This is an optimization exercise on Yosys and OpenROAD, whose aim is small area, not a production implementation. The RTL was checked by simulation tests, not by an equivalence proof against the original design. Power is estimated from default activity; no workload was simulated.

==> flow/design.v <==
module IncrementalEncoder ( clk, A, B, I, Position, Load, Idle, EnableIndex, CPRm1, CPR_enabled );
	input wire clk;
	input wire A, B, I;
	input wire [15:0] Load;
	input wire Idle;
	input wire EnableIndex;
	input wire [15:0] CPRm1;
	input wire CPR_enabled;
	output reg [15:0] Position;
	reg A_q, AB_q, I_q;
	wire AB = A ^ B;
	wire step = AB ^ AB_q;
	wire cw;
	wire [1:0] ccw;
	enc_xor2 u_dir (.A(A_q), .B(B), .Y(cw));
	enc_inv u_ccw0 (.A(cw), .Y(ccw[0]));
	enc_inv u_ccw1 (.A(cw), .Y(ccw[1]));
	wire index = I & ~I_q & EnableIndex;
	wire live = Idle & ~index;
	wire [15:0] t, nt;
	wire [15:0] nxt;	 
	wire [15:0] eq;		 
	assign t[0] = step;
	genvar i;
	generate
		for (i = 0; i < 16; i = i + 1) begin : bit_
			if (i % 2 == 0) begin : even
				wire q;		 
				enc_xor2  u_q (.A(Position[i]), .B(ccw[i/8]), .Y(q));
				enc_nand2 u_c (.A(t[i]), .B(q), .Y(nt[i+1]));
				enc_xor2  u_x (.A(Position[i]), .B(t[i]), .Y(nxt[i]));
			end else begin : odd
				if (i < 15) begin : carry
					wire nq;	 
					enc_xnor2 u_q (.A(Position[i]), .B(ccw[i/8]), .Y(nq));
					enc_nor2  u_c (.A(nt[i]), .B(nq), .Y(t[i+1]));
				end
				enc_xnor2 u_x (.A(Position[i]), .B(nt[i]), .Y(nxt[i]));
			end
			enc_xnor2 u_e (.A(Position[i]), .B(CPRm1[i]), .Y(eq[i]));
		end
	endgenerate
	wire [3:0] zero4;
	enc_nor4 u_z0 (.A(Position[0]),  .B(Position[1]),  .C(Position[2]),  .D(Position[3]),  .Y(zero4[0]));
	enc_nor4 u_z1 (.A(Position[4]),  .B(Position[5]),  .C(Position[6]),  .D(Position[7]),  .Y(zero4[1]));
	enc_nor4 u_z2 (.A(Position[8]),  .B(Position[9]),  .C(Position[10]), .D(Position[11]), .Y(zero4[2]));
	enc_nor4 u_z3 (.A(Position[12]), .B(Position[13]), .C(Position[14]), .D(Position[15]), .Y(zero4[3]));
	wire at_zero_n;
	enc_nand4 u_z (.A(zero4[0]), .B(zero4[1]), .C(zero4[2]), .D(zero4[3]), .Y(at_zero_n));
	wire [3:0] neq4;
	enc_nand4 u_e0 (.A(eq[0]),  .B(eq[1]),  .C(eq[2]),  .D(eq[3]),  .Y(neq4[0]));
	enc_nand4 u_e1 (.A(eq[4]),  .B(eq[5]),  .C(eq[6]),  .D(eq[7]),  .Y(neq4[1]));
	enc_nand4 u_e2 (.A(eq[8]),  .B(eq[9]),  .C(eq[10]), .D(eq[11]), .Y(neq4[2]));
	enc_nand4 u_e3 (.A(eq[12]), .B(eq[13]), .C(eq[14]), .D(eq[15]), .Y(neq4[3]));
	wire at_top;
	enc_nor4 u_eq (.A(neq4[0]), .B(neq4[1]), .C(neq4[2]), .D(neq4[3]), .Y(at_top));
	wire wrap_dn = step & ~cw & ~at_zero_n;	 
	wire wrap_up = step & cw & at_top;		 
	wire wrap_n = ~(live & CPR_enabled & wrap_dn);
	wire keep_n = ~(live & ~(CPR_enabled & (wrap_dn | wrap_up)));
	wire wrap, keep;
	enc_inv u_wrap (.A(wrap_n), .Y(wrap));		 
	enc_inv u_keep (.A(keep_n), .Y(keep));		 
	wire [15:0] d;
	generate
		for (i = 0; i < 16; i = i + 1) begin : mux_
			enc_ao221 u_m (.A1(keep), .A2(nxt[i]), .B1(wrap), .B2(CPRm1[i]), .C1(Load[i]), .X(d[i]));
		end
	endgenerate
	always @ (posedge clk) begin
		A_q <= A;
		AB_q <= AB;
		I_q <= I;
		Position <= d;
	end
endmodule
module enc_xor2 (input wire A, input wire B, output wire Y);
	assign Y = A ^ B;
endmodule
module enc_xnor2 (input wire A, input wire B, output wire Y);
	assign Y = ~(A ^ B);
endmodule
module enc_inv (input wire A, output wire Y);
	assign Y = ~A;
endmodule
module enc_nand2 (input wire A, input wire B, output wire Y);
	assign Y = ~(A & B);
endmodule
module enc_nor2 (input wire A, input wire B, output wire Y);
	assign Y = ~(A | B);
endmodule
module enc_or2n (input wire A, input wire B_N, output wire Y);
	assign Y = A | ~B_N;
endmodule
module enc_nand4 (input wire A, input wire B, input wire C, input wire D, output wire Y);
	assign Y = ~(A & B & C & D);
endmodule
module enc_nor4 (input wire A, input wire B, input wire C, input wire D, output wire Y);
	assign Y = ~(A | B | C | D);
endmodule
module enc_ao221 (input wire A1, input wire A2, input wire B1, input wire B2, input wire C1, output wire X);
	assign X = (A1 & A2) | (B1 & B2) | C1;
endmodule
module Heracles_encoders (
	input wire clk,
	input wire Reset,
	input wire A1, input wire B1, input wire I1,
	input wire A2, input wire B2, input wire I2,
	input wire A3, input wire B3, input wire I3,
	input wire A4, input wire B4, input wire I4,
	input wire [15:0] DataBus,
	input wire SetCPR,
	input wire SetPosition,
	input wire EnableIndex,
	output wire [15:0] Position1,
	output wire [15:0] Position2,
	output wire [15:0] Position3,
	output wire [15:0] Position4
	);
	reg [15:0] CPRm1;
	reg CPR_enabled;
	wire [15:0] DataBus_m1;
	wire [15:0] o, no;
	assign o[1] = DataBus[0];
	assign DataBus_m1[0] = ~DataBus[0];
	enc_xnor2 u_d1 (.A(DataBus[1]), .B(o[1]), .Y(DataBus_m1[1]));
	genvar i;
	generate
		for (i = 2; i < 16; i = i + 1) begin : dec_
			if (i % 2 == 0) begin : even
				enc_nor2  u_o (.A(o[i-1]), .B(DataBus[i-1]), .Y(no[i]));
				enc_xor2  u_d (.A(DataBus[i]), .B(no[i]), .Y(DataBus_m1[i]));
			end else begin : odd
				enc_or2n  u_o (.A(DataBus[i-1]), .B_N(no[i-1]), .Y(o[i]));
				enc_xnor2 u_d (.A(DataBus[i]), .B(o[i]), .Y(DataBus_m1[i]));
			end
		end
	endgenerate
	always @ (posedge clk) begin
		if (SetCPR)
			CPRm1 <= DataBus_m1;
		CPR_enabled <= !Reset && (CPR_enabled || SetCPR);
	end
	wire [15:0] Load = DataBus & {16{SetPosition & ~Reset}};
	wire Idle = ~Reset & ~SetPosition;
	IncrementalEncoder E1(.clk(clk), .A(A1), .B(B1), .I(I1), .Position(Position1), .Load(Load), .Idle(Idle), .EnableIndex(EnableIndex), .CPRm1(CPRm1), .CPR_enabled(CPR_enabled));
	IncrementalEncoder E2(.clk(clk), .A(A2), .B(B2), .I(I2), .Position(Position2), .Load(Load), .Idle(Idle), .EnableIndex(EnableIndex), .CPRm1(CPRm1), .CPR_enabled(CPR_enabled));
	IncrementalEncoder E3(.clk(clk), .A(A3), .B(B3), .I(I3), .Position(Position3), .Load(Load), .Idle(Idle), .EnableIndex(EnableIndex), .CPRm1(CPRm1), .CPR_enabled(CPR_enabled));
	IncrementalEncoder E4(.clk(clk), .A(A4), .B(B4), .I(I4), .Position(Position4), .Load(Load), .Idle(Idle), .EnableIndex(EnableIndex), .CPRm1(CPRm1), .CPR_enabled(CPR_enabled));
endmodule
==> flow/flow/run.sh <==
#!/bin/bash
# Layout flow: the standard flow (standard.sh) with two changes:
#  - synthesis maps the logic with an area-oriented ABC script (flow/abc_area.script)
#    instead of ORFS's speed script; everything else in synthesis is unchanged, so the
#    registers are those of the standard synthesis;
#  - the ports are buffered with the smallest buffer (buf_1);
#  - the clock tree uses clkbuf_8 and no dummy loads.
# Each tool's output goes to the ORFS logs under orfs/logs and to flow_*.log here.
set -euo pipefail
W=$PWD
# ORFS synth.tcl with the ABC script replaced
sed "s#^source \$::env(SCRIPTS_DIR)/synth_preamble.tcl#source \$::env(SCRIPTS_DIR)/synth_preamble.tcl\nset abc_args [lreplace \$abc_args 1 1 $W/flow/abc_area.script]#" \
  $FLOW_HOME/scripts/synth.tcl > $W/flow_synth.tcl
grep -q "flow/abc_area.script" $W/flow_synth.tcl
# The standard flow's synthesis wrapper, sourcing the script above
sed "s#source \$::env(SCRIPTS_DIR)/synth.tcl#source $W/flow_synth.tcl#" $W/synth_recipe.tcl > $W/flow_synth_recipe.tcl
grep -q "flow_synth.tcl" $W/flow_synth_recipe.tcl
sed "s#SYNTH_SCRIPT=[^ ]*#SYNTH_SCRIPT=$W/flow_synth_recipe.tcl#" $W/standard.sh > $W/flow_standard.sh
grep -q "flow_synth_recipe.tcl" $W/flow_standard.sh
export BUFFER_PORTS_ARGS="-buffer_cell sky130_fd_sc_hd__buf_1"
# Clock tree: clkbuf_8 buffers and no dummy loads.
export CTS_ARGS="-sink_clustering_enable -repair_clock_nets -buf_list sky130_fd_sc_hd__clkbuf_8 -dont_use_dummy_load"
bash $W/flow_standard.sh > $W/flow_standard.log 2>&1
==> flow/flow/abc_area.script <==
strash
&get -n
&fraig -x
&put
scorr
dc2
strash
&get -n
&dch -f
&nf -R 1000
&put
==> flow/standard.sh <==
#!/bin/bash
# synth_recipe.tcl (not shown) runs the flow's synth.tcl, then flattens the netlist and writes it again
# the make line also repeats each setting of config.mk as NAME=value (left out here)
make -C /OpenROAD-flow-scripts/flow DESIGN_CONFIG=/design/flow/config.mk WORK_HOME=/design/flow/orfs CLKGATE_MAP_FILE= SYNTH_SCRIPT=/design/flow/synth_recipe.tcl "${@:-finish}"
==> flow/config.mk <==
export PLATFORM = sky130hd
export DESIGN_NAME = Heracles_encoders
export DESIGN_NICKNAME = Heracles_encoders
export VERILOG_FILES = /design/flow/design.v
export SDC_FILE = /design/flow/constraint.sdc
export NUM_CORES = 4
export LEC_CHECK = 0
export CAP_MARGIN = 20
export CORE_MARGIN = 2
export CORE_UTILIZATION = 40
export SLEW_MARGIN = 20
export SYNTH_HIERARCHICAL = 1
==> flow/constraint.sdc <==
create_clock -name core_clock -period 5.0 [get_ports {clk}]
set_input_delay 1.0000 -clock core_clock [delete_from_list [all_inputs] [get_ports {clk}]]
set_output_delay 1.0000 -clock core_clock [all_outputs]
set_load 0.01 [all_outputs]
==> impl_metrics.json <==
{
  "outcome": "finished clean",
  "dp.cells": 829,
  "worst_path_largest_cell_delay_ns": 0.38,
  "grt_pass1_wl_um": 22400,
  "reg2reg_to": "E3.Position[15]",
  "cpMostUsedCell": "nand2_1",
  "clock_skew_ns": 0.0268,
  "cap_violations": 0,
  "p_int_mw": 1.19,
  "wirelength_um": 14200,
  "max_clock_freq_ghz": 0.229,
  "whs_ns": 0.620,
  "cts-htree-levels": 3,
  "post-route-drc-count": 0,
  "core_area_um2": 13200,
  "hold-path-endpoint": "CPR_enabled",
  "place_ws_ns": 0.303,
  "hp-class": "reg2reg",
  "crit_arrival_ns": 4.63,
  "syn_nets": 588,
  "worstPathBufferInverterCount": 2,
  "syn-cell-area_um2": 5420,
  "grt.total_usage_pct": 19.9,
  "synth_seq_cells": 93,
  "n_antenna_cell": 0,
  "clock_sinks": 93,
  "finalSetupTns_ns": 0,
  "synth_area_leader_cell": "dfxtp_1",
  "synth_fa_ha_area_share_pct": 0,
  "utilization_pct": 46.3,
  "cp.depth": 21,
  "synth_compound_area_share_pct": 12.6,
  "ios": 97,
  "finalPower_mw": 1.76,
  "critical_path_class": "in2reg",
  "drv_slew": 0,
  "synth_top_family_by_area": "XOR/XNOR gates",
  "r2r_slack_ns": 1.07,
  "grt_overflow": 0,
  "fin_crit_sh_pct": 87.3,
  "antenna_found_initial": 0,
  "rows": 42,
  "root_buffer": "clkbuf_8",
  "power.density_nw_per_um2": 287,
  "cts_setup_buffers": 0,
  "switchingPower_mw": 0.574,
  "initial_core_util_pct": 40.9,
  "clk_pin_slew_ns": 0.09,
  "avgViaCountPerCell": 5.38,
  "synth-xor-area-share_pct": 34.8,
  "layout-drive-gt1-share_pct": 1.66,
  "clkPwrFrac_pct": 23.3,
  "synthSimpleGateAreaFrac_pct": 14.2,
  "ys_types": 15,
  "ys_warn_count": 8,
  "synth.avg_cell_area_um2": 9.76,
  "routabilityCongestion": 0.951,
  "period_needed_ns": 4.37,
  "dieArea_um2": 14500,
  "synthCells": 555,
  "yosys-mux-area-fraction_pct": 0,
  "hold_violations": 0,
  "cts_tree": "done",
  "die_height_um": 120,
  "grt_max_degree": 18,
  "rsz0062_at_grt": "no",
  "synth_top_area_share_pct": 28.5,
  "yosysSeqAreaShare_pct": 37.3,
  "pwr-share-seq_pct": 53.1,
  "post-route-cell-area_um2": 6140,
  "critPathTopFamily": "simple AND/OR/NAND/NOR gates",
  "p_leak_nw": 2.19,
  "path_max_fanout": 8,
  "path_cells": "buf_1 -> xor2_1 -> clkinv_1 -> xor2_1 -> nand2_1 -> nor2_1 -> nand2_1 -> nor2_1 -> nand2_1 -> nor2_1 -> nand2_1 -> nor2_1 -> nand2_1 -> nor2_1 -> nand2_1 -> nor2_1 -> nand2_1 -> nor2_1 -> nand2_1 -> xnor2_1 -> a221o_1",
  "setup_viol": 0,
  "clock_latency_ns": 0.38,
  "final_common_cell": "xnor2_1",
  "r2r_start": "E3.A_q",
  "area_delta_synth_final_pct": 13.3,
  "vias": 4510,
  "comb_power_share_pct": 23.5,
  "cp_slowest_cell": "clkinv_1",
  "crit_required_ns": 5.26,
  "cts_hold_buf": 0,
  "swShare_pct": 32.6,
  "end_kind": "flop",
  "hold_start": "CPR_enabled",
  "cp-startpoint": "B3",
  "final_net_count": 697,
  "yosys-top-cells-area": "dfxtp_1, xnor2_1, xor2_1, a221o_1, edfxtp_1",
  "critPathLaunchType": "input pin",
  "ir_worst_vdd_v": 0.000145,
  "layout.cells.non_filler": 838,
  "die_w_um": 120,
  "hpwlAfterDp_um": 11200,
  "post_dp_cell_area_um2": 6010,
  "cts_inserted_buffers": 9,
  "layout_common_cells": "xnor2_1, buf_1, xor2_1, dfxtp_1, a221o_1",
  "firstDrtPassIters": 7,
  "whs_path_depth": 2,
  "clock_path_buffers": 2,
  "slew_headroom_pct": 40.1,
  "ant_nets": 0,
  "avgRoutedWirePerCell_um": 16.9,
  "setup_ws_ns": 0.633,
  "ff2ff_path_depth": 20,
  "port-buffer-count": 96,
  "drt_iter0_markers": 297,
  "worst_pin_slew_ns": 0.898,
  "post_cts_resized": 0,
  "grt_pass1_vias": 4373
}
==> synth_stat cells (all sizes together) <==
master	number
a221o	64
nand4	20
nor4	20
xnor2	132
nor2	42
xor2	83
dfxtp	77
clkinv	17
nand2	44
nand2b	11
nor3	4
and2	16
nor2b	1
o21ai	8
edfxtp	16
==> Yosys stat by module (local to each module, per instance) <==
| module | area, um2 | flops+latches | cells | copies in the design |
|---|---|---|---|---|
| enc_ao221 | 10.0 | 0 | 1 | 64 |
| enc_xnor2 | 8.76 | 0 | 1 | 132 |
| enc_or2n | 6.26 | 0 | 1 | 7 |
| Heracles_encoders | 622 | 17 | 38 | 1 |
| enc_xor2 | 8.76 | 0 | 1 | 75 |
| enc_inv | 3.75 | 0 | 1 | 16 |
| enc_nand2 | 3.75 | 0 | 1 | 32 |
| enc_nor4 | 6.26 | 0 | 1 | 20 |
| IncrementalEncoder | 434 | 19 | 29 | 4 |
| enc_nor2 | 3.75 | 0 | 1 | 35 |
| enc_nand4 | 6.26 | 0 | 1 | 20 |
==> cell families after synthesis <==
kind of cell / after synthesis
AOI/OAI and AO/OA: 72
xor gates and xnor gates: 215
buffers and inverters: 17
DFF: 93
and+or+nand+nor: 158
==> power by group through the flow <==
| stage | clock, mW | combinational [mW] | sequential, mW |
|---|---|---|---|
| 2_1_floorplan | 0 | 0.291 | 0.940 |
| 3_3_place_gp | 0 | 0.403 | 0.951 |
| 3_5_place_dp | 0 | 0.411 | 0.953 |
| 4_1_cts | 0.416 | 0.414 | 0.936 |
| 5_1_grt | 0.444 | 0.454 | 0.947 |
| 6_report | 0.411 | 0.414 | 0.935 |
==> worst reg2reg max path, stage by stage, from the launching register on <==
cell and delay (ns):
dfxtp_1 0.33, xor2_1 0.30, clkinv_1 0.38, xor2_1 0.28, nand2_1 0.11, nor2_1 0.19, nand2_1 0.11, nor2_1 0.18
nand2_1 0.13, nor2_1 0.17, nand2_1 0.11, nor2_1 0.18, nand2_1 0.11, nor2_1 0.17, nand2_1 0.11, nor2_1 0.16
nand2_1 0.12, nor2_1 0.16, nand2_1 0.09, xnor2_1 0.13, a221o_1 0.30
==> area by class of cell <==
cell class,instances,area (um2)
clock buffer,9,124
fill,1274,7110
inverter,17,63.8
multi-input combinational,445,3330
sequential,93,2020
tap,176,220
timing repair buffer,98,375
==> per-layer routing <==
layer | track usage [%] | vias up | part of all wire (%)
met1 | 25.8 | 2168 | 45
met2 | 31.8 | 134 | 46
met5 | 0 | - | 0
met4 | 10.8 | 0 | 3.8
li1 | - | 2178 | -
met3 | 2.97 | 30 | 5.7
==> worst max-delay path by stage <==
stage,to
finish,E3.Position[15]
global route,E3.Position[15]
CTS,E3.Position[15]
detailed placement,E3.Position[15]
global placement,E4.Position[15]
floorplan,E1.Position[15]
==> flip-flops by register name, summed over array words and instances (netlist names) <==
signal	cells
CPR_enabled	1
CPRm1	16
E1.AB_q	1
E1.A_q	1
E1.I_q	1
E1.Position	16
E2.AB_q	1
E2.A_q	1
E2.I_q	1
E2.Position	16
E3.AB_q	1
E3.A_q	1
E3.I_q	1
E3.Position	16
E4.AB_q	1
E4.A_q	1
E4.I_q	1
E4.Position	16

==> static timing again, ports no longer ideal <==
The flow's constraints put no driver on any port. The routed layout listed below was extracted and timed again, unchanged, in two steps.
Step 1 sets driving cells, clkbuf_16 on the clock port and buf_2 on the other inputs (assumed; they add their load-dependent delay and slew).
Step 2 adds t to the input delays and takes it off the output delays; t is the mean of the earliest and latest rising clock arrival at the registers after step 1. Input paths then give back, and output paths get back, about the clock's delay inside the block.
Three values: ideal ports, drivers, drivers and shift; two values: the first two.
t (ns): 0.403
setup slack, ns: 0.633 / 0.646 / 0.243
hold slack, ns: 0.620 / 0.620 / 0.620
worst setup path at the end: input to register
worst register clock-pin slew, ns: 0.09 / 0.09
After both steps this run still meets setup and hold. The setup slack of this run moves by +0.013 ns with the drivers and by -0.390 ns with both steps.
